Source: an optimization exercise on an open RTL-to-GDS flow (aim: small area, a short achievable clock period and few clock cycles per item). Production flows keep margins and buffers that such runs may drop. Only simulation tests tie the RTL to the original design; equivalence was not proved. Power is estimated from default activity; no workload was simulated.

## flow/design.v (module list and top-level ports; edited modules follow where they fit)
// module prime_finder: 239 lines
// module prime_rom0: 554 lines
// module prime_rom1: 554 lines
// module prime_rom2: 554 lines
// module prime_rom3: 554 lines
module prime_finder(
	input              clk,
	input              rst,
	input              start,
	input      [15:0]  n,
	output             done,
	output             is_prime,
	output     [15:0]  prime
);
  // ...
==> flow/run.sh <==
#!/bin/bash
# synth_recipe.tcl (not shown) runs the flow's synth.tcl, then flattens the netlist and writes it again
# the make line also repeats each setting of config.mk as NAME=value (left out here)
make -C /OpenROAD-flow-scripts/flow DESIGN_CONFIG=/design/flow/config.mk WORK_HOME=/design/flow/orfs CLKGATE_MAP_FILE= SYNTH_SCRIPT=/design/flow/synth_recipe.tcl finish
==> flow/config.mk <==
export PLATFORM = sky130hd
export DESIGN_NAME = prime_finder
export DESIGN_NICKNAME = prime_finder
export VERILOG_FILES = /design/flow/design.v
export SDC_FILE = /design/flow/constraint.sdc
export NUM_CORES = 4
export LEC_CHECK = 0
export CAP_MARGIN = 20
export CORE_MARGIN = 2
export CORE_UTILIZATION = 45
export PLACE_DENSITY = 0.6
export SLEW_MARGIN = 20
==> flow/constraint.sdc <==
create_clock -name core_clock -period 8.0 [get_ports {clk}]
set_input_delay 1.6000 -clock core_clock [delete_from_list [all_inputs] [get_ports {clk}]]
set_output_delay 1.6000 -clock core_clock [all_outputs]
set_load 0.01 [all_outputs]
==> run_summary.xml, run 1 <==
<?xml version="1.0" encoding="UTF-8"?>
<metrics>
  <group name="synth">
    <metric name="warning_count_from_the_yosys_run" unit="">5</metric>
  </group>
  <group name="outcome">
    <metric name="run_status" unit="">aborted with a tool error</metric>
    <metric name="stage_where_the_flow_stopped" unit="">synthesis</metric>
    <metric name="run.stop_error" unit="">ERROR: TCL interpreter returned an error: Source files actually used in the design:</metric>
  </group>
</metrics>
Testbench counts, summed over its fixed seeds: cycles 144, items 72.
==> module prime_finder, before the edit <==
module prime_finder(
	input              clk,
	input              rst,
	input              start,
	input      [15:0]  n,
	output             done,
	output             is_prime,
	output     [15:0]  prime
);
wire [12:0] h = n[15:3];
wire [29:0] hm = h * 17'd8739;
wire [9:0]  a_c = hm[26:17];                
wire [3:0]  r15 = h - a_c * 4'd15;           
wire [6:0]  m = {r15, n[2:0]};               
reg  [4:0]  p_c;    
reg         rc_c;   
always @(*) begin
	case (m)
		7'd0: begin p_c = 5'd0; rc_c = 1'b0; end
		7'd1: begin p_c = 5'd0; rc_c = 1'b1; end
		7'd2: begin p_c = 5'd1; rc_c = 1'b0; end
		7'd3: begin p_c = 5'd1; rc_c = 1'b0; end
		7'd4: begin p_c = 5'd1; rc_c = 1'b0; end
		7'd5: begin p_c = 5'd1; rc_c = 1'b0; end
		7'd6: begin p_c = 5'd1; rc_c = 1'b0; end
		7'd7: begin p_c = 5'd1; rc_c = 1'b1; end
		7'd8: begin p_c = 5'd2; rc_c = 1'b0; end
		7'd9: begin p_c = 5'd2; rc_c = 1'b0; end
		7'd10: begin p_c = 5'd2; rc_c = 1'b0; end
		7'd11: begin p_c = 5'd2; rc_c = 1'b1; end
		7'd12: begin p_c = 5'd3; rc_c = 1'b0; end
		7'd13: begin p_c = 5'd3; rc_c = 1'b1; end
		7'd14: begin p_c = 5'd4; rc_c = 1'b0; end
		7'd15: begin p_c = 5'd4; rc_c = 1'b0; end
		7'd16: begin p_c = 5'd4; rc_c = 1'b0; end
		7'd17: begin p_c = 5'd4; rc_c = 1'b1; end
		7'd18: begin p_c = 5'd5; rc_c = 1'b0; end
		7'd19: begin p_c = 5'd5; rc_c = 1'b1; end
		7'd20: begin p_c = 5'd6; rc_c = 1'b0; end
		7'd21: begin p_c = 5'd6; rc_c = 1'b0; end
		7'd22: begin p_c = 5'd6; rc_c = 1'b0; end
		7'd23: begin p_c = 5'd6; rc_c = 1'b1; end
		7'd24: begin p_c = 5'd7; rc_c = 1'b0; end
		7'd25: begin p_c = 5'd7; rc_c = 1'b0; end
		7'd26: begin p_c = 5'd7; rc_c = 1'b0; end
		7'd27: begin p_c = 5'd7; rc_c = 1'b0; end
		7'd28: begin p_c = 5'd7; rc_c = 1'b0; end
		7'd29: begin p_c = 5'd7; rc_c = 1'b1; end
		7'd30: begin p_c = 5'd8; rc_c = 1'b0; end
		7'd31: begin p_c = 5'd8; rc_c = 1'b1; end
		7'd32: begin p_c = 5'd9; rc_c = 1'b0; end
		7'd33: begin p_c = 5'd9; rc_c = 1'b0; end
		7'd34: begin p_c = 5'd9; rc_c = 1'b0; end
		7'd35: begin p_c = 5'd9; rc_c = 1'b0; end
		7'd36: begin p_c = 5'd9; rc_c = 1'b0; end
		7'd37: begin p_c = 5'd9; rc_c = 1'b1; end
		7'd38: begin p_c = 5'd10; rc_c = 1'b0; end
		7'd39: begin p_c = 5'd10; rc_c = 1'b0; end
		7'd40: begin p_c = 5'd10; rc_c = 1'b0; end
		7'd41: begin p_c = 5'd10; rc_c = 1'b1; end
		7'd42: begin p_c = 5'd11; rc_c = 1'b0; end
		7'd43: begin p_c = 5'd11; rc_c = 1'b1; end
		7'd44: begin p_c = 5'd12; rc_c = 1'b0; end
		7'd45: begin p_c = 5'd12; rc_c = 1'b0; end
		7'd46: begin p_c = 5'd12; rc_c = 1'b0; end
		7'd47: begin p_c = 5'd12; rc_c = 1'b1; end
		7'd48: begin p_c = 5'd13; rc_c = 1'b0; end
		7'd49: begin p_c = 5'd13; rc_c = 1'b1; end
		7'd50: begin p_c = 5'd14; rc_c = 1'b0; end
		7'd51: begin p_c = 5'd14; rc_c = 1'b0; end
		7'd52: begin p_c = 5'd14; rc_c = 1'b0; end
		7'd53: begin p_c = 5'd14; rc_c = 1'b1; end
		7'd54: begin p_c = 5'd15; rc_c = 1'b0; end
		7'd55: begin p_c = 5'd15; rc_c = 1'b0; end
		7'd56: begin p_c = 5'd15; rc_c = 1'b0; end
		7'd57: begin p_c = 5'd15; rc_c = 1'b0; end
		7'd58: begin p_c = 5'd15; rc_c = 1'b0; end
		7'd59: begin p_c = 5'd15; rc_c = 1'b1; end
		7'd60: begin p_c = 5'd16; rc_c = 1'b0; end
		7'd61: begin p_c = 5'd16; rc_c = 1'b1; end
		7'd62: begin p_c = 5'd17; rc_c = 1'b0; end
		7'd63: begin p_c = 5'd17; rc_c = 1'b0; end
		7'd64: begin p_c = 5'd17; rc_c = 1'b0; end
		7'd65: begin p_c = 5'd17; rc_c = 1'b0; end
		7'd66: begin p_c = 5'd17; rc_c = 1'b0; end
		7'd67: begin p_c = 5'd17; rc_c = 1'b1; end
		7'd68: begin p_c = 5'd18; rc_c = 1'b0; end
		7'd69: begin p_c = 5'd18; rc_c = 1'b0; end
		7'd70: begin p_c = 5'd18; rc_c = 1'b0; end
		7'd71: begin p_c = 5'd18; rc_c = 1'b1; end
		7'd72: begin p_c = 5'd19; rc_c = 1'b0; end
		7'd73: begin p_c = 5'd19; rc_c = 1'b1; end
		7'd74: begin p_c = 5'd20; rc_c = 1'b0; end
		7'd75: begin p_c = 5'd20; rc_c = 1'b0; end
		7'd76: begin p_c = 5'd20; rc_c = 1'b0; end
		7'd77: begin p_c = 5'd20; rc_c = 1'b1; end
		7'd78: begin p_c = 5'd21; rc_c = 1'b0; end
		7'd79: begin p_c = 5'd21; rc_c = 1'b1; end
		7'd80: begin p_c = 5'd22; rc_c = 1'b0; end
		7'd81: begin p_c = 5'd22; rc_c = 1'b0; end
		7'd82: begin p_c = 5'd22; rc_c = 1'b0; end
		7'd83: begin p_c = 5'd22; rc_c = 1'b1; end
		7'd84: begin p_c = 5'd23; rc_c = 1'b0; end
		7'd85: begin p_c = 5'd23; rc_c = 1'b0; end
		7'd86: begin p_c = 5'd23; rc_c = 1'b0; end
		7'd87: begin p_c = 5'd23; rc_c = 1'b0; end
		7'd88: begin p_c = 5'd23; rc_c = 1'b0; end
		7'd89: begin p_c = 5'd23; rc_c = 1'b1; end
		7'd90: begin p_c = 5'd24; rc_c = 1'b0; end
		7'd91: begin p_c = 5'd24; rc_c = 1'b1; end
		7'd92: begin p_c = 5'd25; rc_c = 1'b0; end
		7'd93: begin p_c = 5'd25; rc_c = 1'b0; end
		7'd94: begin p_c = 5'd25; rc_c = 1'b0; end
		7'd95: begin p_c = 5'd25; rc_c = 1'b0; end
		7'd96: begin p_c = 5'd25; rc_c = 1'b0; end
		7'd97: begin p_c = 5'd25; rc_c = 1'b1; end
		7'd98: begin p_c = 5'd26; rc_c = 1'b0; end
		7'd99: begin p_c = 5'd26; rc_c = 1'b0; end
		7'd100: begin p_c = 5'd26; rc_c = 1'b0; end
		7'd101: begin p_c = 5'd26; rc_c = 1'b1; end
		7'd102: begin p_c = 5'd27; rc_c = 1'b0; end
		7'd103: begin p_c = 5'd27; rc_c = 1'b1; end
		7'd104: begin p_c = 5'd28; rc_c = 1'b0; end
		7'd105: begin p_c = 5'd28; rc_c = 1'b0; end
		7'd106: begin p_c = 5'd28; rc_c = 1'b0; end
		7'd107: begin p_c = 5'd28; rc_c = 1'b1; end
		7'd108: begin p_c = 5'd29; rc_c = 1'b0; end
		7'd109: begin p_c = 5'd29; rc_c = 1'b1; end
		7'd110: begin p_c = 5'd30; rc_c = 1'b0; end
		7'd111: begin p_c = 5'd30; rc_c = 1'b0; end
		7'd112: begin p_c = 5'd30; rc_c = 1'b0; end
		7'd113: begin p_c = 5'd30; rc_c = 1'b1; end
		7'd114: begin p_c = 5'd31; rc_c = 1'b0; end
		7'd115: begin p_c = 5'd31; rc_c = 1'b0; end
		7'd116: begin p_c = 5'd31; rc_c = 1'b0; end
		7'd117: begin p_c = 5'd31; rc_c = 1'b0; end
		7'd118: begin p_c = 5'd31; rc_c = 1'b0; end
		7'd119: begin p_c = 5'd31; rc_c = 1'b1; end
		default: begin p_c = 5'd0; rc_c = 1'b0; end
	endcase
end
wire       nsmall = (n < 16'd6);
wire       nwrap  = (n > 16'd65521);
wire [1:0] sp_c  = nwrap ? 2'd1 : !nsmall ? 2'd0 : (n <= 16'd2) ? 2'd1 : (n == 16'd3) ? 2'd2 : 2'd3;
wire       spp_c = (n == 16'd2) | (n == 16'd3) | (n == 16'd5);
reg [9:0] A;
reg [4:0] p;
reg       rc;
reg [1:0] sp;
reg       spp;
reg       busy;
reg       done_q, isp_q;
reg [15:0] prime_q;
always @(posedge clk) begin
	if (start) begin
		A   <= a_c;
		p   <= p_c;
		rc  <= rc_c;
		sp  <= sp_c;
		spp <= spp_c;
	end
end
wire [1:0] s = p[4:3];
wire [9:0] A1 = A + 10'd1;
wire [9:0] row0 = (s > 2'd0) ? A1 : A;
wire [9:0] row1 = (s > 2'd1) ? A1 : A;
wire [9:0] row2 = (s > 2'd2) ? A1 : A;
wire [9:0] row3 = A;
wire [7:0] w0, w1, w2, w3;
prime_rom0 rom0(.a(row0), .d(w0));
prime_rom1 rom1(.a(row1), .d(w1));
prime_rom2 rom2(.a(row2), .d(w2));
prime_rom3 rom3(.a(row3), .d(w3));
wire [31:0] v = {w3, w2, w1, w0};
wire [31:0] vm = v & ({32{1'b1}} << p);    
function [5:0] ffs32(input [31:0] x);
	integer i;
	begin
		ffs32 = 6'd0;
		for (i = 31; i >= 0; i = i - 1)
			if (x[i]) ffs32 = {1'b1, i[4:0]};
	end
endfunction
wire [5:0] f1 = ffs32(vm);
wire [5:0] f0 = ffs32(v);
wire [4:0] k  = f1[5] ? f1[4:0] : f0[4:0];
wire [1:0] kb = k[4:3];
wire       wk = (kb < s);                   
reg  [6:0] c;                                
always @(*) begin
	case (k)
		5'd0: c = 7'd1;
		5'd1: c = 7'd7;
		5'd2: c = 7'd11;
		5'd3: c = 7'd13;
		5'd4: c = 7'd17;
		5'd5: c = 7'd19;
		5'd6: c = 7'd23;
		5'd7: c = 7'd29;
		5'd8: c = 7'd31;
		5'd9: c = 7'd37;
		5'd10: c = 7'd41;
		5'd11: c = 7'd43;
		5'd12: c = 7'd47;
		5'd13: c = 7'd49;
		5'd14: c = 7'd53;
		5'd15: c = 7'd59;
		5'd16: c = 7'd61;
		5'd17: c = 7'd67;
		5'd18: c = 7'd71;
		5'd19: c = 7'd73;
		5'd20: c = 7'd77;
		5'd21: c = 7'd79;
		5'd22: c = 7'd83;
		5'd23: c = 7'd89;
		5'd24: c = 7'd91;
		5'd25: c = 7'd97;
		5'd26: c = 7'd101;
		5'd27: c = 7'd103;
		5'd28: c = 7'd107;
		5'd29: c = 7'd109;
		5'd30: c = 7'd113;
		5'd31: c = 7'd119;
	endcase
end
wire [12:0] a15 = {A, 4'd0} - {4'd0, A};    
wire [12:0] hi = a15 + {8'd0, c[6:3]} + (wk ? 13'd15 : 13'd0);
wire [15:0] prime_c = (sp == 2'd0) ? {hi, c[2:0]} : (sp == 2'd1) ? 16'd2 : (sp == 2'd2) ? 16'd3 : 16'd5;
wire        isp_c = (sp == 2'd0) ? (rc & f1[5] & (f1[4:0] == p)) : spp;
always @(posedge clk) begin
	busy    <= start & ~rst;
	done_q  <= rst ? 1'b0 : start ? 1'b0 : (done_q | busy);
	prime_q <= prime_c;
	isp_q   <= isp_c;
end
assign done = done_q;
assign is_prime = isp_q;
assign prime = prime_q;
endmodule
==> inputs of run 2 (changes only) <==
==> flow/design.v (replaced) <==
module prime_finder(
	input              clk,
	input              rst,
	input              start,
	input      [15:0]  n,
	output             done,
	output             is_prime,
	output     [15:0]  prime
);
wire [12:0] h = n[15:3];
wire [17:0] ht = {5'd0, h} + {1'b0, h, 4'd0};                
wire [25:0] hu = {8'd0, ht} + {ht, 8'd0} + 26'd1023;    
wire [9:0]  a_c = hu[25:16];                             
wire [3:0]  r15 = h[3:0] + a_c[3:0];                     
wire [6:0]  m = {r15, n[2:0]};               
reg  [4:0]  p_c;    
reg         rc_c;   
always @(*) begin
	case (m)
		7'd0: begin p_c = 5'd0; rc_c = 1'b0; end
		7'd1: begin p_c = 5'd0; rc_c = 1'b1; end
		7'd2: begin p_c = 5'd1; rc_c = 1'b0; end
		7'd3: begin p_c = 5'd1; rc_c = 1'b0; end
		7'd4: begin p_c = 5'd1; rc_c = 1'b0; end
		7'd5: begin p_c = 5'd1; rc_c = 1'b0; end
		7'd6: begin p_c = 5'd1; rc_c = 1'b0; end
		7'd7: begin p_c = 5'd1; rc_c = 1'b1; end
		7'd8: begin p_c = 5'd2; rc_c = 1'b0; end
		7'd9: begin p_c = 5'd2; rc_c = 1'b0; end
		7'd10: begin p_c = 5'd2; rc_c = 1'b0; end
		7'd11: begin p_c = 5'd2; rc_c = 1'b1; end
		7'd12: begin p_c = 5'd3; rc_c = 1'b0; end
		7'd13: begin p_c = 5'd3; rc_c = 1'b1; end
		7'd14: begin p_c = 5'd4; rc_c = 1'b0; end
		7'd15: begin p_c = 5'd4; rc_c = 1'b0; end
		7'd16: begin p_c = 5'd4; rc_c = 1'b0; end
		7'd17: begin p_c = 5'd4; rc_c = 1'b1; end
		7'd18: begin p_c = 5'd5; rc_c = 1'b0; end
		7'd19: begin p_c = 5'd5; rc_c = 1'b1; end
		7'd20: begin p_c = 5'd6; rc_c = 1'b0; end
		7'd21: begin p_c = 5'd6; rc_c = 1'b0; end
		7'd22: begin p_c = 5'd6; rc_c = 1'b0; end
		7'd23: begin p_c = 5'd6; rc_c = 1'b1; end
		7'd24: begin p_c = 5'd7; rc_c = 1'b0; end
		7'd25: begin p_c = 5'd7; rc_c = 1'b0; end
		7'd26: begin p_c = 5'd7; rc_c = 1'b0; end
		7'd27: begin p_c = 5'd7; rc_c = 1'b0; end
		7'd28: begin p_c = 5'd7; rc_c = 1'b0; end
		7'd29: begin p_c = 5'd7; rc_c = 1'b1; end
		7'd30: begin p_c = 5'd8; rc_c = 1'b0; end
		7'd31: begin p_c = 5'd8; rc_c = 1'b1; end
		7'd32: begin p_c = 5'd9; rc_c = 1'b0; end
		7'd33: begin p_c = 5'd9; rc_c = 1'b0; end
		7'd34: begin p_c = 5'd9; rc_c = 1'b0; end
		7'd35: begin p_c = 5'd9; rc_c = 1'b0; end
		7'd36: begin p_c = 5'd9; rc_c = 1'b0; end
		7'd37: begin p_c = 5'd9; rc_c = 1'b1; end
		7'd38: begin p_c = 5'd10; rc_c = 1'b0; end
		7'd39: begin p_c = 5'd10; rc_c = 1'b0; end
		7'd40: begin p_c = 5'd10; rc_c = 1'b0; end
		7'd41: begin p_c = 5'd10; rc_c = 1'b1; end
		7'd42: begin p_c = 5'd11; rc_c = 1'b0; end
		7'd43: begin p_c = 5'd11; rc_c = 1'b1; end
		7'd44: begin p_c = 5'd12; rc_c = 1'b0; end
		7'd45: begin p_c = 5'd12; rc_c = 1'b0; end
		7'd46: begin p_c = 5'd12; rc_c = 1'b0; end
		7'd47: begin p_c = 5'd12; rc_c = 1'b1; end
		7'd48: begin p_c = 5'd13; rc_c = 1'b0; end
		7'd49: begin p_c = 5'd13; rc_c = 1'b1; end
		7'd50: begin p_c = 5'd14; rc_c = 1'b0; end
		7'd51: begin p_c = 5'd14; rc_c = 1'b0; end
		7'd52: begin p_c = 5'd14; rc_c = 1'b0; end
		7'd53: begin p_c = 5'd14; rc_c = 1'b1; end
		7'd54: begin p_c = 5'd15; rc_c = 1'b0; end
		7'd55: begin p_c = 5'd15; rc_c = 1'b0; end
		7'd56: begin p_c = 5'd15; rc_c = 1'b0; end
		7'd57: begin p_c = 5'd15; rc_c = 1'b0; end
		7'd58: begin p_c = 5'd15; rc_c = 1'b0; end
		7'd59: begin p_c = 5'd15; rc_c = 1'b1; end
		7'd60: begin p_c = 5'd16; rc_c = 1'b0; end
		7'd61: begin p_c = 5'd16; rc_c = 1'b1; end
		7'd62: begin p_c = 5'd17; rc_c = 1'b0; end
		7'd63: begin p_c = 5'd17; rc_c = 1'b0; end
		7'd64: begin p_c = 5'd17; rc_c = 1'b0; end
		7'd65: begin p_c = 5'd17; rc_c = 1'b0; end
		7'd66: begin p_c = 5'd17; rc_c = 1'b0; end
		7'd67: begin p_c = 5'd17; rc_c = 1'b1; end
		7'd68: begin p_c = 5'd18; rc_c = 1'b0; end
		7'd69: begin p_c = 5'd18; rc_c = 1'b0; end
		7'd70: begin p_c = 5'd18; rc_c = 1'b0; end
		7'd71: begin p_c = 5'd18; rc_c = 1'b1; end
		7'd72: begin p_c = 5'd19; rc_c = 1'b0; end
		7'd73: begin p_c = 5'd19; rc_c = 1'b1; end
		7'd74: begin p_c = 5'd20; rc_c = 1'b0; end
		7'd75: begin p_c = 5'd20; rc_c = 1'b0; end
		7'd76: begin p_c = 5'd20; rc_c = 1'b0; end
		7'd77: begin p_c = 5'd20; rc_c = 1'b1; end
		7'd78: begin p_c = 5'd21; rc_c = 1'b0; end
		7'd79: begin p_c = 5'd21; rc_c = 1'b1; end
		7'd80: begin p_c = 5'd22; rc_c = 1'b0; end
		7'd81: begin p_c = 5'd22; rc_c = 1'b0; end
		7'd82: begin p_c = 5'd22; rc_c = 1'b0; end
		7'd83: begin p_c = 5'd22; rc_c = 1'b1; end
		7'd84: begin p_c = 5'd23; rc_c = 1'b0; end
		7'd85: begin p_c = 5'd23; rc_c = 1'b0; end
		7'd86: begin p_c = 5'd23; rc_c = 1'b0; end
		7'd87: begin p_c = 5'd23; rc_c = 1'b0; end
		7'd88: begin p_c = 5'd23; rc_c = 1'b0; end
		7'd89: begin p_c = 5'd23; rc_c = 1'b1; end
		7'd90: begin p_c = 5'd24; rc_c = 1'b0; end
		7'd91: begin p_c = 5'd24; rc_c = 1'b1; end
		7'd92: begin p_c = 5'd25; rc_c = 1'b0; end
		7'd93: begin p_c = 5'd25; rc_c = 1'b0; end
		7'd94: begin p_c = 5'd25; rc_c = 1'b0; end
		7'd95: begin p_c = 5'd25; rc_c = 1'b0; end
		7'd96: begin p_c = 5'd25; rc_c = 1'b0; end
		7'd97: begin p_c = 5'd25; rc_c = 1'b1; end
		7'd98: begin p_c = 5'd26; rc_c = 1'b0; end
		7'd99: begin p_c = 5'd26; rc_c = 1'b0; end
		7'd100: begin p_c = 5'd26; rc_c = 1'b0; end
		7'd101: begin p_c = 5'd26; rc_c = 1'b1; end
		7'd102: begin p_c = 5'd27; rc_c = 1'b0; end
		7'd103: begin p_c = 5'd27; rc_c = 1'b1; end
		7'd104: begin p_c = 5'd28; rc_c = 1'b0; end
		7'd105: begin p_c = 5'd28; rc_c = 1'b0; end
		7'd106: begin p_c = 5'd28; rc_c = 1'b0; end
		7'd107: begin p_c = 5'd28; rc_c = 1'b1; end
		7'd108: begin p_c = 5'd29; rc_c = 1'b0; end
		7'd109: begin p_c = 5'd29; rc_c = 1'b1; end
		7'd110: begin p_c = 5'd30; rc_c = 1'b0; end
		7'd111: begin p_c = 5'd30; rc_c = 1'b0; end
		7'd112: begin p_c = 5'd30; rc_c = 1'b0; end
		7'd113: begin p_c = 5'd30; rc_c = 1'b1; end
		7'd114: begin p_c = 5'd31; rc_c = 1'b0; end
		7'd115: begin p_c = 5'd31; rc_c = 1'b0; end
		7'd116: begin p_c = 5'd31; rc_c = 1'b0; end
		7'd117: begin p_c = 5'd31; rc_c = 1'b0; end
		7'd118: begin p_c = 5'd31; rc_c = 1'b0; end
		7'd119: begin p_c = 5'd31; rc_c = 1'b1; end
		default: begin p_c = 5'd0; rc_c = 1'b0; end
	endcase
end
wire       n_small = (n < 16'd6);
wire       n_wrap  = (n > 16'd65521);
wire [1:0] sp_c  = n_wrap ? 2'd1 : !n_small ? 2'd0 : (n <= 16'd2) ? 2'd1 : (n == 16'd3) ? 2'd2 : 2'd3;
wire       spp_c = (n == 16'd2) | (n == 16'd3) | (n == 16'd5);
reg [9:0]  A;
reg [4:0]  p;
reg        rc;
reg [1:0]  sp;
reg        spp;
reg        busy;
reg        done_q, isp_q;
reg [15:0] prime_q;
wire [9:0] ra = {A[0], A[1], A[2], A[3], A[4], A[5], A[6], A[7], A[8], A[9]};
wire [31:0] v;
prime_rom rom(.a(ra), .d(v));
wire [31:0] vm = v & ({32{1'b1}} << p);    
function [5:0] ffs32(input [31:0] x);
	integer i;
	begin
		ffs32 = 6'd0;
		for (i = 31; i >= 0; i = i - 1)
			if (x[i]) ffs32 = {1'b1, i[4:0]};
	end
endfunction
wire [5:0] f = ffs32(vm);
wire       found = f[5] | (sp != 2'd0);
reg  [6:0] c;                                
always @(*) begin
	case (f[4:0])
		5'd0: c = 7'd1;
		5'd1: c = 7'd7;
		5'd2: c = 7'd11;
		5'd3: c = 7'd13;
		5'd4: c = 7'd17;
		5'd5: c = 7'd19;
		5'd6: c = 7'd23;
		5'd7: c = 7'd29;
		5'd8: c = 7'd31;
		5'd9: c = 7'd37;
		5'd10: c = 7'd41;
		5'd11: c = 7'd43;
		5'd12: c = 7'd47;
		5'd13: c = 7'd49;
		5'd14: c = 7'd53;
		5'd15: c = 7'd59;
		5'd16: c = 7'd61;
		5'd17: c = 7'd67;
		5'd18: c = 7'd71;
		5'd19: c = 7'd73;
		5'd20: c = 7'd77;
		5'd21: c = 7'd79;
		5'd22: c = 7'd83;
		5'd23: c = 7'd89;
		5'd24: c = 7'd91;
		5'd25: c = 7'd97;
		5'd26: c = 7'd101;
		5'd27: c = 7'd103;
		5'd28: c = 7'd107;
		5'd29: c = 7'd109;
		5'd30: c = 7'd113;
		5'd31: c = 7'd119;
	endcase
end
wire [13:0] hi = {A, c[6:3]} - {4'd0, A};   
wire [15:0] prime_c = (sp == 2'd0) ? {hi[12:0], c[2:0]} : (sp == 2'd1) ? 16'd2 : (sp == 2'd2) ? 16'd3 : 16'd5;
wire        isp_c = (sp == 2'd0) ? (rc & (f[4:0] == p)) : spp;
always @(posedge clk) begin
	if (start) begin
		A   <= a_c;
		p   <= p_c;
		rc  <= rc_c;
		sp  <= sp_c;
		spp <= spp_c;
	end else if (busy & ~found) begin    
		A   <= A + 10'd1;
		p   <= 5'd0;
		rc  <= 1'b0;
	end
	busy    <= ~rst & (start | (busy & ~found));
	done_q  <= ~rst & ~start & (done_q | (busy & found));
	prime_q <= prime_c;
	isp_q   <= isp_c;
end
assign done = done_q;
assign is_prime = isp_q;
assign prime = prime_q;
endmodule
module prime_rom(input [9:0] a, output reg [31:0] d);
always @(*) begin
	case (a)
		10'd0: d = 32'h7eefdffe;
		10'd512: d = 32'hf93ddbb6;
		10'd256: d = 32'hf31e4fd5;
		10'd768: d = 32'h9eeda6ea;
		10'd128: d = 32'hd3d30ce6;
		10'd640: d = 32'ha559dd3b;
		10'd384: d = 32'hbd92676a;
		10'd896: d = 32'h56a61e78;
		10'd64: d = 32'h2dade356;
		10'd576: d = 32'h554c2ade;
		10'd320: d = 32'h9ff0a3d9;
		10'd832: d = 32'hf8a15403;
		10'd192: d = 32'he944fd2e;
		10'd704: d = 32'h3a13f666;
		10'd448: d = 32'h3a2b4cb8;
		10'd960: d = 32'h54bf1145;
		10'd32: d = 32'hb37ac18c;
		10'd544: d = 32'h4f8cbcc8;
		10'd288: d = 32'h71715821;
		10'd800: d = 32'hef17c19b;
		10'd160: d = 32'h081a9654;
		10'd672: d = 32'h468c83e5;
		10'd416: d = 32'h65aefb72;
		10'd928: d = 32'h87588f92;
		10'd96: d = 32'h81d892d2;
		10'd608: d = 32'ha0e32665;
		10'd352: d = 32'h26c73811;
		10'd864: d = 32'h99eb813c;
		10'd224: d = 32'h3e88518d;
		10'd736: d = 32'h4d33f324;
		10'd480: d = 32'ha71c8b5a;
		10'd992: d = 32'h4c58b42a;
		10'd16: d = 32'h19f6264e;
		10'd528: d = 32'hc383dc82;
		10'd272: d = 32'h0238f12c;
		10'd784: d = 32'h02cdcdb5;
		10'd144: d = 32'h0c944ab2;
		10'd656: d = 32'h307a4c57;
		10'd400: d = 32'hcbf10b43;
		10'd912: d = 32'hf8246c44;
		10'd80: d = 32'ha8950119;
		10'd592: d = 32'h8dea735c;
		10'd336: d = 32'h502b9624;
		10'd848: d = 32'hc41e22a6;
		10'd208: d = 32'hd40648d1;
		10'd720: d = 32'h9c742f3a;
		10'd464: d = 32'h88056a07;
		10'd976: d = 32'h2e1568bf;
		10'd48: d = 32'hb7e35560;
		10'd560: d = 32'h14089851;
		10'd304: d = 32'h45aa5a86;
		10'd816: d = 32'h2770494d;
		10'd176: d = 32'hcad593d2;
		10'd688: d = 32'h618302ab;
		10'd432: d = 32'h87ce2405;
		10'd944: d = 32'hada9c222;
		10'd112: d = 32'h784d8c18;
		10'd624: d = 32'hb01689d1;
		10'd368: d = 32'ha262c757;
		10'd880: d = 32'h522434c0;
		10'd240: d = 32'h32405aae;
		10'd752: d = 32'h4308218d;
		10'd496: d = 32'hb6d2b634;
		10'd1008: d = 32'h60e119d9;
		10'd8: d = 32'h60391a67;
		10'd520: d = 32'h947a44d0;
		10'd264: d = 32'h8388099a;
		10'd776: d = 32'h105574a8;
		10'd136: d = 32'h685da127;
		10'd648: d = 32'h32c8231e;
		10'd392: d = 32'h440319e0;
		10'd904: d = 32'h38b14873;
		10'd72: d = 32'h572ae6c3;
		10'd584: d = 32'h1cb59861;
		10'd328: d = 32'h81c5680a;
		10'd840: d = 32'h2902ac8f;
		10'd200: d = 32'h94e3471a;
		10'd712: d = 32'h2e644e11;
		10'd456: d = 32'hdc3dcb14;
		10'd968: d = 32'h1006c514;
		10'd40: d = 32'h82b129e9;
		10'd552: d = 32'he34730e9;
		10'd296: d = 32'h25c31934;
		10'd808: d = 32'hb430300a;
		10'd168: d = 32'h46e5c16c;
		10'd680: d = 32'h4c8ed844;
		10'd424: d = 32'h7024225d;
		10'd936: d = 32'h81899278;
		10'd104: d = 32'h1b265682;
		10'd616: d = 32'ha508e986;
		10'd360: d = 32'h29c3d300;
		10'd872: d = 32'h104ac2b0;
		10'd232: d = 32'ha13859b2;
		10'd744: d = 32'hc760421d;
		10'd488: d = 32'hc88c2722;
		10'd1000: d = 32'h8bc61a44;
		10'd24: d = 32'h461a8182;
		10'd536: d = 32'h0931a610;
		10'd280: d = 32'h182f54f0;
		10'd792: d = 32'h15a9d8d2;
		10'd152: d = 32'hf60c2e06;
		10'd664: d = 32'h91500ec0;
		10'd408: d = 32'h18c126cd;
		10'd920: d = 32'hc3196538;
		10'd88: d = 32'h2a8b9356;
		10'd600: d = 32'h4a84d62d;
		10'd344: d = 32'h2ca50a61;
		10'd856: d = 32'hc476e009;
		10'd216: d = 32'h08d83c6a;
		10'd728: d = 32'h1b6614e8;
		10'd472: d = 32'h6302a4b0;
		10'd984: d = 32'h07311036;
		10'd56: d = 32'h424892d5;
		10'd568: d = 32'ha08ac312;
		10'd312: d = 32'ha4742d9f;
		10'd824: d = 32'h5c788582;
		10'd184: d = 32'h61b0180d;
		10'd696: d = 32'he8021d14;
		10'd440: d = 32'h01c11218;
		10'd952: d = 32'h30831c49;
		10'd120: d = 32'h88a13367;
		10'd632: d = 32'hf40c0fd8;
		10'd376: d = 32'hd7588898;
		10'd888: d = 32'hb1474266;
		10'd248: d = 32'h0896a816;
		10'd760: d = 32'h15594118;
		10'd504: d = 32'h522a44b5;
		10'd1016: d = 32'ha1aab3e1;
		10'd4: d = 32'h55624559;
		10'd516: d = 32'h0ca51118;
		10'd260: d = 32'h00673ca3;
		10'd772: d = 32'h0ad654be;
		10'd132: d = 32'h826b3620;
		10'd644: d = 32'h7e08150c;
		10'd388: d = 32'h78019156;
		10'd900: d = 32'h840a61d0;
		10'd68: d = 32'h57012ca8;
		10'd580: d = 32'h50a0560e;
		10'd324: d = 32'h478c980b;
		10'd836: d = 32'h1063206c;
		10'd196: d = 32'h0ce409c4;
		10'd708: d = 32'h750b8857;
		10'd452: d = 32'h8252c20b;
		10'd964: d = 32'h022439c2;
		10'd36: d = 32'h7a25562c;
		10'd548: d = 32'ha3d62931;
		10'd292: d = 32'h18b1e120;
		10'd804: d = 32'h328a0cb0;
		10'd164: d = 32'h093211c1;
		10'd676: d = 32'h3730adc5;
		10'd420: d = 32'h8291bc08;
		10'd932: d = 32'h6b2520cf;
		10'd100: d = 32'h448f309c;
		10'd612: d = 32'h076a4626;
		10'd356: d = 32'h58098e49;
		10'd868: d = 32'hc5250210;
		10'd228: d = 32'h805a42c4;
		10'd740: d = 32'h903c80a0;
		10'd484: d = 32'he1146428;
		10'd996: d = 32'h0c518403;
		10'd20: d = 32'ha48aa32e;
		10'd532: d = 32'h7e47c008;
		10'd276: d = 32'hcd032bd3;
		10'd788: d = 32'h04002a54;
		10'd148: d = 32'h426c92b3;
		10'd660: d = 32'hc1834c29;
		10'd404: d = 32'h2d1ccc92;
		10'd916: d = 32'h38db2146;
		10'd84: d = 32'h248c8459;
		10'd596: d = 32'he0bb5812;
		10'd340: d = 32'h30700d06;
		10'd852: d = 32'h912809c9;
		10'd212: d = 32'hf9324441;
		10'd724: d = 32'hc280308c;
		10'd468: d = 32'h0c62a472;
		10'd980: d = 32'h1483817d;
		10'd52: d = 32'h150eaae1;
		10'd564: d = 32'h14780a82;
		10'd308: d = 32'h10089770;
		10'd820: d = 32'hb2f02e6f;
		10'd180: d = 32'h4449301d;
		10'd692: d = 32'h86625332;
		10'd436: d = 32'h0a844565;
		10'd948: d = 32'hd9364b11;
		10'd116: d = 32'h613a698c;
		10'd628: d = 32'h197c9080;
		10'd372: d = 32'h409530c0;
		10'd884: d = 32'h2d050c8b;
		10'd244: d = 32'ha171c00e;
		10'd756: d = 32'h1a8596b4;
		10'd500: d = 32'h1415c016;
		10'd1012: d = 32'hb7484c51;
		10'd12: d = 32'h89109579;
		10'd524: d = 32'ha1022e8a;
		10'd268: d = 32'h8190d51c;
		10'd780: d = 32'h22089110;
		10'd140: d = 32'h78e91eb4;
		10'd652: d = 32'h5c2033c0;
		10'd396: d = 32'he20ec48b;
		10'd908: d = 32'h471023aa;
		10'd76: d = 32'h7b5528e3;
		10'd588: d = 32'ha851a119;
		10'd332: d = 32'h82900406;
		10'd844: d = 32'h6061d12c;
		10'd204: d = 32'h410652a1;
		10'd716: d = 32'h23548144;
		10'd460: d = 32'h04a91888;
		10'd972: d = 32'h48722227;
		10'd44: d = 32'h421c40b6;
		10'd556: d = 32'h29ca1712;
		10'd300: d = 32'h3c015aa0;
		10'd812: d = 32'h898452e1;
		10'd172: d = 32'h064001da;
		10'd684: d = 32'hd2692cf1;
		10'd428: d = 32'hc1634248;
		10'd940: d = 32'hc88a3421;
		10'd108: d = 32'h2671216c;
		10'd620: d = 32'h442e8809;
		10'd364: d = 32'h1d9228d5;
		10'd876: d = 32'hd1128698;
		10'd236: d = 32'h46a0a352;
		10'd748: d = 32'h50144620;
		10'd492: d = 32'h83dddc83;
		10'd1004: d = 32'h8ca94450;
		10'd28: d = 32'h542e144d;
		10'd540: d = 32'h391b8914;
		10'd284: d = 32'h81148042;
		10'd796: d = 32'h02808f29;
		10'd156: d = 32'h82963203;
		10'd668: d = 32'h0c05b083;
		10'd412: d = 32'h07885114;
		10'd924: d = 32'h1aecd9f8;
		10'd92: d = 32'h5c314806;
		10'd604: d = 32'h23068643;
		10'd348: d = 32'h0c4409b3;
		10'd860: d = 32'hb2f000a5;
		10'd220: d = 32'he1ca0180;
		10'd732: d = 32'hb618c242;
		10'd476: d = 32'h2ec79b2c;
		10'd988: d = 32'h612c2952;
		10'd60: d = 32'h24268a1a;
		10'd572: d = 32'h5e80848b;
		10'd316: d = 32'h53c10260;
		10'd828: d = 32'h2145352a;
		10'd188: d = 32'hb842d152;
		10'd700: d = 32'h04484ac5;
		10'd444: d = 32'h61237016;
		10'd956: d = 32'hc45009c1;
		10'd124: d = 32'hd9188881;
		10'd636: d = 32'h28221601;
		10'd380: d = 32'heb84908c;
		10'd892: d = 32'h09532438;
		10'd252: d = 32'h146a41a9;
		10'd764: d = 32'h30860982;
		10'd508: d = 32'h4238a29c;
		10'd1020: d = 32'h5a952b00;
		10'd2: d = 32'ha2c14a02;
		10'd514: d = 32'h270445ad;
		10'd258: d = 32'ha928c054;
		10'd770: d = 32'h6e2e8c05;
		10'd130: d = 32'h9016f360;
		10'd642: d = 32'h001e821b;
		10'd386: d = 32'h1d1c2680;
		10'd898: d = 32'h1ac2144a;
		10'd66: d = 32'hc1853c22;
		10'd578: d = 32'h1148b010;
		10'd322: d = 32'h30c54a00;
		10'd834: d = 32'h8c30aaf4;
		10'd194: d = 32'h071849c8;
		10'd706: d = 32'h07e91cf0;
		10'd450: d = 32'h1b220ccd;
		10'd962: d = 32'h45c2ec1c;
		10'd34: d = 32'h203a500a;
		10'd546: d = 32'h206c0ee4;
		10'd290: d = 32'hd991c382;
		10'd802: d = 32'hd14c62c8;
		10'd162: d = 32'h09658580;
		10'd674: d = 32'hf9953002;
		10'd418: d = 32'ha6026910;
		10'd930: d = 32'hb6c2644a;
		10'd98: d = 32'h482016f9;
		10'd610: d = 32'h319473a1;
		10'd354: d = 32'h07446154;
		10'd866: d = 32'h062c8203;
		10'd226: d = 32'h09333800;
		10'd738: d = 32'hce4bc11c;
		10'd482: d = 32'ha4413512;
		10'd994: d = 32'h2a2d9990;
		10'd18: d = 32'hd18459c0;
		10'd530: d = 32'h0472a44a;
		10'd274: d = 32'hc2543c22;
		10'd786: d = 32'h18010ca0;
		10'd146: d = 32'he496acac;
		10'd658: d = 32'h93030404;
		10'd402: d = 32'h44489b05;
		10'd914: d = 32'h31013263;
		10'd82: d = 32'h025c605f;
		10'd594: d = 32'hd1800300;
		10'd338: d = 32'ha9342e04;
		10'd850: d = 32'hcac44930;
		10'd210: d = 32'h324b021e;
		10'd722: d = 32'h22860514;
		10'd466: d = 32'h4c2ac2c5;
		10'd978: d = 32'hf30800c8;
		10'd50: d = 32'h99653818;
		10'd562: d = 32'h63544a82;
		10'd306: d = 32'h448f94a1;
		10'd818: d = 32'h19e99312;
		10'd178: d = 32'h06a1ca28;
		10'd690: d = 32'ha5208a12;
		10'd434: d = 32'h70184851;
		10'd946: d = 32'h0890ae31;
		10'd114: d = 32'h32976843;
		10'd626: d = 32'h0ac891af;
		10'd370: d = 32'h8c02022c;
		10'd882: d = 32'h12a5510c;
		10'd242: d = 32'h811e1b00;
		10'd754: d = 32'h6028088a;
		10'd498: d = 32'h443486d2;
		10'd1010: d = 32'h43047663;
		10'd10: d = 32'h0401f100;
		10'd522: d = 32'ha1c83640;
		10'd266: d = 32'h32cec38c;
		10'd778: d = 32'h55290942;
		10'd138: d = 32'h43284e44;
		10'd650: d = 32'hdaa01c60;
		10'd394: d = 32'hf2a50e28;
		10'd906: d = 32'h8c594005;
		10'd74: d = 32'h0560a24e;
		10'd586: d = 32'h04c505e0;
		10'd330: d = 32'ha8268162;
		10'd842: d = 32'hb424a48a;
		10'd202: d = 32'h42811ad3;
		10'd714: d = 32'h083460e4;
		10'd458: d = 32'h62cc392a;
		10'd970: d = 32'h00d04708;
		10'd42: d = 32'h78020740;
		10'd554: d = 32'h89a2d920;
		10'd298: d = 32'h00322350;
		10'd810: d = 32'h116480b8;
		10'd170: d = 32'h0a6274e9;
		10'd682: d = 32'h8b0844aa;
		10'd426: d = 32'h2d180616;
		10'd938: d = 32'h2a4f4cf1;
		10'd106: d = 32'hb4154021;
		10'd618: d = 32'hd122480c;
		10'd362: d = 32'h17d880e1;
		10'd874: d = 32'h82a014a7;
		10'd234: d = 32'h89c06415;
		10'd746: d = 32'h8cbb115a;
		10'd490: d = 32'h04cd0878;
		10'd1002: d = 32'h9c9ba224;
		10'd26: d = 32'ha342cc10;
		10'd538: d = 32'h5f583b28;
		10'd282: d = 32'h239040a6;
		10'd794: d = 32'haed22c04;
		10'd154: d = 32'ha41a5152;
		10'd666: d = 32'h4ac18069;
		10'd410: d = 32'h1990c8a3;
		10'd922: d = 32'h22244248;
		10'd90: d = 32'hc1450243;
		10'd602: d = 32'h11740005;
		10'd346: d = 32'h0c109415;
		10'd858: d = 32'h258a7338;
		10'd218: d = 32'h7e280704;
		10'd730: d = 32'h41824001;
		10'd474: d = 32'h36166d48;
		10'd986: d = 32'h81e53129;
		10'd58: d = 32'hfa811ca4;
		10'd570: d = 32'h2d140009;
		10'd314: d = 32'h97406010;
		10'd826: d = 32'h4e0288dc;
		10'd186: d = 32'h44859817;
		10'd698: d = 32'h9160a29c;
		10'd442: d = 32'h1968928a;
		10'd954: d = 32'h8051400a;
		10'd122: d = 32'h40158437;
		10'd634: d = 32'h0eb26462;
		10'd378: d = 32'h002a4891;
		10'd890: d = 32'hb0994855;
		10'd250: d = 32'h131a8508;
		10'd762: d = 32'h5e009b10;
		10'd506: d = 32'he80050c9;
		10'd1018: d = 32'h458300a4;
		10'd6: d = 32'h9d0b406c;
		10'd518: d = 32'h342d02a0;
		10'd262: d = 32'h81210192;
		10'd774: d = 32'ha046a317;
		10'd134: d = 32'h88e8858a;
		10'd646: d = 32'h01961847;
		10'd390: d = 32'h849341b6;
		10'd902: d = 32'h02180208;
		10'd70: d = 32'h3ae45035;
		10'd582: d = 32'ha1111081;
		10'd326: d = 32'h344c82da;
		10'd838: d = 32'h57008532;
		10'd198: d = 32'ha8a5284b;
		10'd710: d = 32'h0e1d8438;
		10'd454: d = 32'h2250b330;
		10'd966: d = 32'h06c6c341;
		10'd38: d = 32'ha12820d0;
		10'd550: d = 32'h841a8a05;
		10'd294: d = 32'h460c8522;
		10'd806: d = 32'hc8907244;
		10'd166: d = 32'h6141d817;
		10'd678: d = 32'h00393064;
		10'd422: d = 32'h0ea3970c;
		10'd934: d = 32'h500229b2;
		10'd102: d = 32'h225ca988;
		10'd614: d = 32'hc3908ec1;
		10'd358: d = 32'h12314047;
		10'd870: d = 32'h638c382c;
		10'd230: d = 32'hb3c08664;
		10'd742: d = 32'h382a4a00;
		10'd486: d = 32'h38139111;
		10'd998: d = 32'h81144947;
		10'd22: d = 32'h4c2c0273;
		10'd534: d = 32'hd1e5528e;
		10'd278: d = 32'h4c071010;
		10'd790: d = 32'h1a616506;
		10'd150: d = 32'h4a018454;
		10'd662: d = 32'h102f01e2;
		10'd406: d = 32'h44420906;
		10'd918: d = 32'h52a9009a;
		10'd86: d = 32'h6194288c;
		10'd598: d = 32'h20059901;
		10'd342: d = 32'ha278231c;
		10'd854: d = 32'h3c821851;
		10'd214: d = 32'hc4b7d041;
		10'd726: d = 32'hc6448743;
		10'd470: d = 32'hc168930a;
		10'd982: d = 32'hb2523081;
		10'd54: d = 32'h248ac1a8;
		10'd566: d = 32'h3303211c;
		10'd310: d = 32'h2e4a1441;
		10'd822: d = 32'h4582e241;
		10'd182: d = 32'h4006ac01;
		10'd694: d = 32'h4c952018;
		10'd438: d = 32'h50262067;
		10'd950: d = 32'h08925594;
		10'd118: d = 32'h8ce1821a;
		10'd630: d = 32'h02615b10;
		10'd374: d = 32'h30997286;
		10'd886: d = 32'hb02c068d;
		10'd246: d = 32'h062818a1;
		10'd758: d = 32'h18204627;
		10'd502: d = 32'heb9c2182;
		10'd1014: d = 32'h8130c418;
		10'd14: d = 32'h0684c158;
		10'd526: d = 32'h50249a37;
		10'd270: d = 32'h0540a20d;
		10'd782: d = 32'h02091929;
		10'd142: d = 32'h11645284;
		10'd654: d = 32'h20d1ec17;
		10'd398: d = 32'h0e638678;
		10'd910: d = 32'h602a11d1;
		10'd78: d = 32'h6022d103;
		10'd590: d = 32'ha4320684;
		10'd334: d = 32'hc7812468;
		10'd846: d = 32'h014212c0;
		10'd206: d = 32'h4100a8bb;
		10'd718: d = 32'h8121417c;
		10'd462: d = 32'h14851091;
		10'd974: d = 32'h5c2da8a0;
		10'd46: d = 32'hd0404715;
		10'd558: d = 32'h0e842afa;
		10'd302: d = 32'h80d2108f;
		10'd814: d = 32'h2149d409;
		10'd174: d = 32'h38b03226;
		10'd686: d = 32'h4aa04120;
		10'd430: d = 32'hacba4b11;
		10'd942: d = 32'h6134204e;
		10'd110: d = 32'h130d1560;
		10'd622: d = 32'h4243706a;
		10'd366: d = 32'he8552d9c;
		10'd878: d = 32'h92989600;
		10'd238: d = 32'h0c4cc8e4;
		10'd750: d = 32'h318119a5;
		10'd494: d = 32'h120242ca;
		10'd1006: d = 32'h5130304a;
		10'd30: d = 32'he2a26601;
		10'd542: d = 32'ha0cf4116;
		10'd286: d = 32'h1851842a;
		10'd798: d = 32'h56c64118;
		10'd158: d = 32'he18e21a0;
		10'd670: d = 32'h60040b96;
		10'd414: d = 32'h934cb811;
		10'd926: d = 32'h2a04060d;
		10'd94: d = 32'h86044c2a;
		10'd606: d = 32'h3151512a;
		10'd350: d = 32'h76800100;
		10'd862: d = 32'h2d949851;
		10'd222: d = 32'ha46a4acc;
		10'd734: d = 32'h4869b242;
		10'd478: d = 32'hd2b54001;
		10'd990: d = 32'h620e5c32;
		10'd62: d = 32'h37011620;
		10'd574: d = 32'h58c2c1e4;
		10'd318: d = 32'h88082324;
		10'd830: d = 32'h85142402;
		10'd190: d = 32'h1dd00698;
		10'd702: d = 32'h0a8034aa;
		10'd446: d = 32'h4b106134;
		10'd958: d = 32'h02c24248;
		10'd126: d = 32'h20009498;
		10'd638: d = 32'h88a1b357;
		10'd382: d = 32'h0508ce1a;
		10'd894: d = 32'h4a79b0a0;
		10'd254: d = 32'h03461401;
		10'd766: d = 32'h008d2424;
		10'd510: d = 32'h03414144;
		10'd1022: d = 32'h02c18a6c;
		10'd1: d = 32'hd82659c1;
		10'd513: d = 32'h53566841;
		10'd257: d = 32'h04142a43;
		10'd769: d = 32'h20250a28;
		10'd129: d = 32'h8347948a;
		10'd641: d = 32'h0fa0851a;
		10'd385: d = 32'h4008d584;
		10'd897: d = 32'h08061970;
		10'd65: d = 32'h165a8051;
		10'd577: d = 32'hd25508a8;
		10'd321: d = 32'h49411828;
		10'd833: d = 32'h65028509;
		10'd193: d = 32'h3d80b450;
		10'd705: d = 32'h4a2a8180;
		10'd449: d = 32'h01308086;
		10'd961: d = 32'h531c8603;
		10'd33: d = 32'h5861a393;
		10'd545: d = 32'hb221542a;
		10'd289: d = 32'hab86b097;
		10'd801: d = 32'h88e94452;
		10'd161: d = 32'h208b0059;
		10'd673: d = 32'h1818d210;
		10'd417: d = 32'h311c0885;
		10'd929: d = 32'h8c640350;
		10'd97: d = 32'hc061400a;
		10'd609: d = 32'h4008a80c;
		10'd353: d = 32'h9c0b6532;
		10'd865: d = 32'h4c420288;
		10'd225: d = 32'h85346014;
		10'd737: d = 32'h71502113;
		10'd481: d = 32'h14e5a148;
		10'd993: d = 32'h3220486e;
		10'd17: d = 32'h4518188a;
		10'd529: d = 32'h8220326a;
		10'd273: d = 32'h00000001;
		default: d = 32'h00000000;
	endcase
end
endmodule
--- a/flow/config.mk
+++ b/flow/config.mk
@@ -10,3 +10,4 @@
 export CORE_UTILIZATION = 45
 export PLACE_DENSITY = 0.6
 export SLEW_MARGIN = 20
+export SYNTH_MEMORY_MAX_BITS = 65536
==> run_summary.xml, run 2 <==
<?xml version="1.0" encoding="UTF-8"?>
<metrics>
  <group name="outcome">
    <metric name="run_status" unit="">aborted with a tool error</metric>
    <metric name="stage_where_the_flow_stopped" unit="">global routing</metric>
    <metric name="run.stop_error" unit="">[ERROR GRT-0116] Global routing finished with congestion. Check the congestion regions in the DRC Viewer.</metric>
  </group>
  <group name="place">
    <metric name="port-buffer-count" unit="">36</metric>
    <metric name="detailedPlace.worstSlack" unit="ns">-0.985</metric>
    <metric name="place_congestion" unit="">2.08</metric>
    <metric name="post-place-cells" unit="">4824</metric>
    <metric name="dp_hpwl" unit="µm">163000</metric>
  </group>
  <group name="synth">
    <metric name="post_synth_inst_count" unit="">3179</metric>
    <metric name="synth.top_cells.by_area" unit="">sky130_fd_sc_hd__a21oi_1 6.4%, sky130_fd_sc_hd__nand2_1 5.7%, sky130_fd_sc_hd__nor2_1 5.3%</metric>
    <metric name="warning_count_from_the_yosys_run" unit="">2</metric>
    <metric name="synth_area_per_cell" unit="µm²">6.40</metric>
    <metric name="synth_top_area_share" unit="">0.0637</metric>
    <metric name="synth_common_cells" unit="">311 x sky130_fd_sc_hd__nand2_1, 288 x sky130_fd_sc_hd__nor2_1, 259 x sky130_fd_sc_hd__a21oi_1</metric>
    <metric name="mappedNetlistArea" unit="µm²">20400</metric>
    <metric name="synth.yosys.seq_area_share" unit="">0.0782</metric>
    <metric name="post_synth_num_cell_types" unit="">110</metric>
    <metric name="synthArstFlopShare" unit="">0</metric>
    <metric name="synth.largest_area_cell" unit="">sky130_fd_sc_hd__a21oi_1</metric>
    <metric name="yosys_register_bits" unit="">70</metric>
    <metric name="ys.flop_type" unit="">sky130_fd_sc_hd__dfxtp_1</metric>
    <metric name="yosysMostFrequentCell" unit="">sky130_fd_sc_hd__nand2_1</metric>
    <metric name="synth-edff-count" unit="">19</metric>
    <metric name="synth.net_count" unit="">3272</metric>
  </group>
  <group name="die">
    <metric name="io_pins" unit="">37</metric>
    <metric name="chipHeight" unit="µm">217</metric>
    <metric name="rows" unit="">77</metric>
    <metric name="die_width" unit="µm">217</metric>
    <metric name="initial_core_util" unit="">0.458</metric>
  </group>
  <group name="cts">
    <metric name="maximum_clock_path_buffer_count" unit="">2</metric>
    <metric name="hold_buffers" unit="">0</metric>
    <metric name="cts-buffers-inserted" unit="">9</metric>
    <metric name="cts.sink_count" unit="">70</metric>
    <metric name="ctsHtreeMaxLevel" unit="">3</metric>
    <metric name="ctsRootBufferMaster" unit="">sky130_fd_sc_hd__clkbuf_16</metric>
  </group>
  <group name="global_routing">
    <metric name="grt_pass1_wl" unit="µm">353000</metric>
    <metric name="largest_net_degree_at_the_start_of_global_routing" unit="">59</metric>
    <metric name="globalRouteTotalUtil" unit="">1.05</metric>
    <metric name="overflow" unit="">5450</metric>
    <metric name="via_count_of_the_first_global_routing_pass" unit="">44766</metric>
  </group>
</metrics>
-- run 2: worst max-delay path by stage --
stage / end / slack (ns) / cells after the start
floorplan: v[10]$_DFF_P_ / 0.01 / 29
global placement: v[7]$_DFF_P_ / -1.20 / 36
detailed placement: v[22]$_DFF_P_ / -0.99 / 33
CTS: v[22]$_DFF_P_ / -0.06 / 34
-- run 2: logic make-up after synthesis --
| logic type | share of synthesized area |
|---|---|
| simple gates | 0.296 |
| xor+xnor | 0.0198 |
| flops | 0.0782 |
| mux | 0.0132 |
| buf+inv | 0.0755 |
| compound gates | 0.471 |
| fa+ha+maj | 0.0466 |
-- run 2: repair_timing --
item	4_1_cts
setup buffers	4
setup endpoints to repair	32
gates cloned	0
pin swaps	7
gates resized for setup	58
-- run 2: power by group through the flow --
stage	combinational [mW]	clock, mW	sequential, mW
global placement	8.65	0	0.723
floorplan	4.35	0	0.601
detailed placement	8.84	0	0.728
CTS	9.01	0.435	0.721
-- run 2: metrics by stage --
step / hold slack (ns) / cell area (µm²) / util
3_5_place_dp: 0.552 / 31400 / 0.708
3_3_place_gp: 0.504 / 31400 / 0.708
4_1_cts: 0.565 / 32000 / 0.721
2_1_floorplan: 0.421 / 20400 / -
-- run 2: per-layer routing --
metal	track usage	GRT overflow
met3	0.941	676
met5	0.840	115
met4	1.06	887
met1	0.981	1130
met2	1.22	2642
Testbench counts of run 2, summed over its fixed seeds: cycles 153, items 72.
